This is an optimization exercise on Yosys and OpenROAD, whose aim is small area, a short achievable clock period and few clock cycles per item, not a production implementation.
Only simulation tests tie the RTL to the original design; equivalence was not proved.

the baseline:
## PixelSolverMultiCore
module PixelSolverMultiCore (
  input               io_cmd_valid,
  output              io_cmd_ready,
  input      [27:0]   io_cmd_payload_x,
  input      [27:0]   io_cmd_payload_y,
  output              io_rsp_valid,
  input               io_rsp_ready,
  output     [5:0]    io_rsp_payload_iteration,
  input               clk,
  input               reset
);
Size: about 68 I/O pins, roughly 47000 sq um of cells after synthesis.
export LEC_CHECK = 0
export ABC_AREA = 1
export CAP_MARGIN = 20
export CORE_MARGIN = 2
export CORE_UTILIZATION = 65
export CTS_CLUSTER_DIAMETER = 70
export CTS_CLUSTER_SIZE = 20
export SLEW_MARGIN = 20
create_clock -name core_clock -period 17.0 [get_ports {clk}]
standard.sh (not shown) runs the stock make flow with config.mk's settings and CLKGATE_MAP_FILE= SYNTH_SCRIPT=/design/flow/synth_recipe.tcl, a recipe that flattens the netlist after the stock synthesis.
==> flow/flow/run.sh <==
#!/bin/bash
# Layout flow: the standard synthesis, then an inverter-polarity pass on the
# synthesized netlist (flow/invopt.py: full adders are self-dual, so most
# inverters between them can go), then the standard ORFS layout with
# repair_timing asked to over-fix setup by a margin, so that the layout is
# optimised below the design's clock period.
set -euo pipefail
HERE=$(pwd)
RES=$HERE/orfs/results/$FLOW_PLATFORM/PixelSolverMultiCore/base
bash standard.sh "$RES/1_2_yosys.v" > flow_synth.log 2>&1
cp "$RES/1_2_yosys.v" "$HERE/synth_standard.v"
python3 flow/invopt.py "$HERE/synth_standard.v" "$RES/1_2_yosys.v" > flow_invopt.log 2>&1
export SETUP_SLACK_MARGIN=12.5
bash standard.sh > flow_make.log 2>&1
Other scripts of this flow, unchanged in this note and not shown: flow/flow/invopt.py
Testbench counts of the baseline, summed over its fixed seeds: cycles 114,659, items 7,200.
Edits applied to the flow inputs when going from the baseline to the candidate:
--- a/flow/flow/run.sh
+++ b/flow/flow/run.sh
@@ -11,4 +11,4 @@
 cp "$RES/1_2_yosys.v" "$HERE/synth_standard.v"
 python3 flow/invopt.py "$HERE/synth_standard.v" "$RES/1_2_yosys.v" > flow_invopt.log 2>&1
-export SETUP_SLACK_MARGIN=12.5
+export SETUP_SLACK_MARGIN=12.4
 bash standard.sh > flow_make.log 2>&1
--- a/flow/config.mk
+++ b/flow/config.mk
@@ -10,5 +10,5 @@
 export CORE_MARGIN = 2
 export CORE_UTILIZATION = 65
-export CTS_CLUSTER_DIAMETER = 70
-export CTS_CLUSTER_SIZE = 20
+export CTS_CLUSTER_DIAMETER = 80
+export CTS_CLUSTER_SIZE = 25
 export SLEW_MARGIN = 20
Results
- Changes observed in the candidate relative to the baseline: number of core rows comparable; total wire length now smaller.
- Setup slack: the candidate vs the baseline, no meaningful difference
- The candidate — final design area excluding fillers about 1% lower, the baseline as reference
- Summary of the candidate over the baseline: met3 wire length lost about 3.6%.

Another version of the RTL of PixelSolverMultiCore (not shown whole).
Size: roughly 4,600 cells after synthesis, about 68 I/O pins, roughly 46,000 um2 of cells after synthesis.
// PixelSolverMultiCore
module PixelSolverMultiCore (
  input               io_cmd_valid,
  output              io_cmd_ready,
  input      [27:0]   io_cmd_payload_x,
  input      [27:0]   io_cmd_payload_y,
  output              io_rsp_valid,
  input               io_rsp_ready,
  output     [5:0]    io_rsp_payload_iteration,
  input               clk,
  input               reset
);
clock: 17.0 ns
lec_check: 0
abc_area: 1
cap_margin: 20
core_margin: 2
core_utilization: 65
cts_cluster_diameter: 70
cts_cluster_size: 20
slew_margin: 20
==> flow/flow/run.sh <==
#!/bin/bash
# Layout flow: the standard synthesis, then an inverter-polarity pass on the
# synthesized netlist (flow/invopt.py: full adders are self-dual, so most
# inverters between them can go), then the standard ORFS layout with
# repair_timing asked to over-fix setup by a margin, so that the layout is
# optimised below the design's clock period.
set -euo pipefail
HERE=$(pwd)
RES=$HERE/orfs/results/$FLOW_PLATFORM/PixelSolverMultiCore/base
bash standard.sh "$RES/1_2_yosys.v" > flow_synth.log 2>&1
cp "$RES/1_2_yosys.v" "$HERE/synth_standard.v"
python3 flow/invopt.py "$HERE/synth_standard.v" "$RES/1_2_yosys.v" > flow_invopt.log 2>&1
export SETUP_SLACK_MARGIN=12.3
bash standard.sh > flow_make.log 2>&1
Other scripts of this flow, unchanged in this note and not shown: flow/flow/invopt.py
The starting point finished clean.
Testbench counts at the start, summed over its fixed seeds: cycles 114,659, items 7,200.
Then changed:
- CORE_UTILIZATION: 65 -> 55
What happened:
- final cell count goes up by a few percent
- die area goes up by about a fifth
- synthesized cell count does not change
- final area barely changes
- global-route usage goes down by 4.6 points
- clock skew stays flat
- utilization drops by 11 points
- flip-flop and latch count stays the same

==> static timing again, ports no longer ideal <==
No port has a modelled driver above. Below, the same layouts with a new extraction and two added sets of constraints.
Step 1 assumes that a clkbuf_16 drives the clock port and a buf_2 every other input.
Step 2, shift: input delay + t, output delay - t, t = (earliest + latest rising clock arrival at the registers) / 2. This alone moves slack from input paths to output paths.
a / b / c = ideal / step 1 / step 2; a / b = the first two.
| run | t (ns) | setup slack, ns | worst hold slack (ns) |
|---|---|---|---|
| the baseline | 0.695 | 12.428 / 12.363 / 12.021 | 0.310 / 0.310 / 0.310 |
| the candidate | 0.676 | 12.426 / 12.361 / 11.973 | 0.307 / 0.307 / 0.307 |
| the first run of note 2 | 0.691 | 12.354 / 12.289 / 12.013 | 0.326 / 0.326 / 0.326 |
| the second run of note 2 | 0.691 | 12.353 / 12.286 / 12.002 | 0.317 / 0.317 / 0.317 |
After both steps setup and hold are still met in every run listed. The setup slack of the candidate, which loses most, moves by -0.065 ns with the drivers and by -0.453 ns with both steps.
